This is an optimization exercise on Yosys and OpenROAD, whose aim is small area, a short achievable clock period and few clock cycles per item, not a production implementation.
Where RTL was checked, it was by simulation tests only, not by an equivalence proof against the original.
No activity file was given, so power comes from the tool's default toggle rates.

Design axis_gain_wrapper, start of the top module:
module axis_gain_wrapper #(
    parameter integer C_S_AXI_DATA_WIDTH = 32,
    parameter integer C_S_AXI_ADDR_WIDTH = 4,
    parameter integer AUDIO_WIDTH        = 16,
    parameter integer GAIN_FBITS         = 12
)(
    input  wire aclk,
    input  wire aresetn,
    input  wire [31:0] s_axis_tdata,
    input  wire        s_axis_tlast,
    input  wire        s_axis_tvalid,
    output wire        s_axis_tready,
    output wire [31:0] m_axis_tdata,
    output wire        m_axis_tlast,
    output wire        m_axis_tvalid,
    input  wire        m_axis_tready,
    input  wire [C_S_AXI_ADDR_WIDTH-1:0] s_axi_awaddr,
    input  wire                          s_axi_awvalid,
    output wire                          s_axi_awready,
    input  wire [C_S_AXI_DATA_WIDTH-1:0] s_axi_wdata,
    input  wire [3:0]                    s_axi_wstrb,
    input  wire                          s_axi_wvalid,
    output wire                          s_axi_wready,
    output wire [1:0]                    s_axi_bresp,
    output reg                           s_axi_bvalid,
    input  wire                          s_axi_bready,
    input  wire [C_S_AXI_ADDR_WIDTH-1:0] s_axi_araddr,
    input  wire                          s_axi_arvalid,
    output wire                          s_axi_arready,
    output reg  [C_S_AXI_DATA_WIDTH-1:0] s_axi_rdata,
    output wire [1:0]                    s_axi_rresp,
    output reg                           s_axi_rvalid,
    input  wire                          s_axi_rready
);
make LEC_CHECK=0 ABC_AREA=1 CAP_MARGIN=20 CORE_MARGIN=2 CORE_UTILIZATION=40 CTS_BUF_LIST='sky130_fd_sc_hd__clkbuf_2 sky130_fd_sc_hd__clkbuf_4' SETUP_SLACK_MARGIN=4.3 SLEW_MARGIN=20 finish   # period 8.0 ns
run.sh (not shown) runs the stock make flow with config.mk's settings and CLKGATE_MAP_FILE= SYNTH_SCRIPT=/design/flow/synth_recipe.tcl, a recipe that flattens the netlist after the stock synthesis.
The starting point completed with no timing, DRC or antenna violations.
Change:
- CTS_BUF_LIST: sky130_fd_sc_hd__clkbuf_2 sky130_fd_sc_hd__clkbuf_4 -> sky130_fd_sc_hd__clkbuf_4 sky130_fd_sc_hd__clkbuf_8
Design area is lower by 0.60%.
Worst setup slack improves by 0.071 ns.
Sequential share of layout area climbs by 0.20 points.
Power barely changes.
Sequential cell count stays the same.
Synthesized cell count does not change.
Count of clock-buffer cells in the layout shrinks by 43.
Die area does not change.
Sequential power barely changes.
No functional check of the RTL was part of any run of this note.

axis_gain_wrapper, a different RTL version from the one above (not shown whole).
Size: about 2100 cells after synthesis, about 160 I/O pins, roughly 22000 µm² of cells after synthesis.
// axis_gain_wrapper
module axis_gain_wrapper #(
    parameter integer C_S_AXI_DATA_WIDTH = 32,
    parameter integer C_S_AXI_ADDR_WIDTH = 4,
    parameter integer AUDIO_WIDTH        = 16,
    parameter integer GAIN_FBITS         = 12
)(
    input  wire aclk,
    input  wire aresetn,
    input  wire [31:0] s_axis_tdata,
    input  wire        s_axis_tlast,
    input  wire        s_axis_tvalid,
    output wire        s_axis_tready,
    output wire [31:0] m_axis_tdata,
    output wire        m_axis_tlast,
    output wire        m_axis_tvalid,
    input  wire        m_axis_tready,
    input  wire [C_S_AXI_ADDR_WIDTH-1:0] s_axi_awaddr,
    input  wire                          s_axi_awvalid,
    output wire                          s_axi_awready,
    input  wire [C_S_AXI_DATA_WIDTH-1:0] s_axi_wdata,
    input  wire [3:0]                    s_axi_wstrb,
    input  wire                          s_axi_wvalid,
    output wire                          s_axi_wready,
    output wire [1:0]                    s_axi_bresp,
    output reg                           s_axi_bvalid,
    input  wire                          s_axi_bready,
    input  wire [C_S_AXI_ADDR_WIDTH-1:0] s_axi_araddr,
    input  wire                          s_axi_arvalid,
    output wire                          s_axi_arready,
    output reg  [C_S_AXI_DATA_WIDTH-1:0] s_axi_rdata,
    output wire [1:0]                    s_axi_rresp,
    output reg                           s_axi_rvalid,
    input  wire                          s_axi_rready
);
Settings: LEC_CHECK=0, ABC_AREA=1, CAP_MARGIN=20, CORE_MARGIN=2, CORE_UTILIZATION=40, CTS_BUF_LIST=sky130_fd_sc_hd__clkbuf_4 sky130_fd_sc_hd__clkbuf_8, SETUP_SLACK_MARGIN=4.35, SLEW_MARGIN=20; clock period 8.0 ns.
standard.sh (not shown) runs the stock make flow with config.mk's settings and CLKGATE_MAP_FILE= SYNTH_SCRIPT=/design/flow/synth_recipe.tcl, a recipe that flattens the netlist after the stock synthesis.
==> flow/flow/run.sh <==
#!/bin/bash
# Standard layout with two changes:
#  - the port buffers use the smallest buffer cell;
#  - m_axis_tready and s_axis_tready sit next to each other (flow/io.tcl);
#  - after the standard synthesis, flow/flip_fa.py removes inverters around
#    full adders (a full adder is self-dual, so some adders take the
#    complements of their inputs instead); registers are not touched.
# Each step's output goes to its own log file in this folder.
set -euo pipefail
export BUFFER_PORTS_ARGS="-buffer_cell sky130_fd_sc_hd__buf_1"
export IO_CONSTRAINTS="$PWD/flow/io.tcl"
RES=orfs/results/sky130hd/axis_gain_wrapper/base
bash standard.sh synth > synth_flow.log 2>&1
cp "$RES/1_2_yosys.v" synth_netlist_standard.v
python3 flow/flip_fa.py synth_netlist_standard.v "$RES/1_2_yosys.v" > flip_fa.log 2>&1
touch "$RES/1_2_yosys.v"
bash standard.sh > layout_flow.log 2>&1
Other scripts of this flow, unchanged in this note and not shown: flow/flow/flip_fa.py, flow/flow/io.tcl
The baseline finished with timing, DRC and antenna clean.
Testbench counts at the start, summed over its fixed seeds: cycles 16,480, samples 16,384.
Then changed:
SETUP_SLACK_MARGIN = 4.45   (was 4.35)
Effect: The new run went through all stages and came out clean; routed wire length hardly moves; worst setup slack is about the same; register-to-register slack loses 0.02 ns; non-clock buffer count went up by 35; core utilization rises by 0.51 points; total power barely changes; die area stays the same; clock power is about the same.

-- port drivers added, routing unchanged --
The results above use ideal ports. As a check the final layouts listed here were re-extracted and re-timed, cells and wires unchanged.
Step 1 sets driving cells, clkbuf_16 on the clock port and buf_2 on the other inputs (assumed; they add their load-dependent delay and slew).
Step 2 also shifts input and output timing later by t, the mid clock arrival at the registers, as if the neighbouring blocks saw the same clock.
Slacks: ideal ports / drivers / drivers and shift; pairs: ideal ports / drivers.
| run | t (ns) | setup WS [ns] | hold slack, ns | latest minus earliest clock arrival (ns) | pins driven straight from the clock port |
|---|---|---|---|---|---|
| the first run of note 1 | 0.839 | 4.139 / 4.079 / 4.179 | 0.422 / 0.422 / 0.422 | 0.080 / 0.081 | 1 |
| the second run of note 1 | 0.702 | 4.210 / 4.179 / 4.179 | 0.418 / 0.418 / 0.418 | 0.047 / 0.047 | 1 |
| the first run of note 2 | 0.698 | 4.364 / 4.315 / 4.315 | 0.406 / 0.406 / 0.406 | 0.041 / 0.041 | 1 |
| the second run of note 2 | 0.680 | 4.365 / 4.321 / 4.321 | 0.413 / 0.413 / 0.413 | 0.029 / 0.029 | 1 |
After both steps setup and hold are still met in every run listed. For the first run of note 2, which loses most, drivers alone change the setup slack by -0.049 ns; drivers and shift together by -0.049 ns.
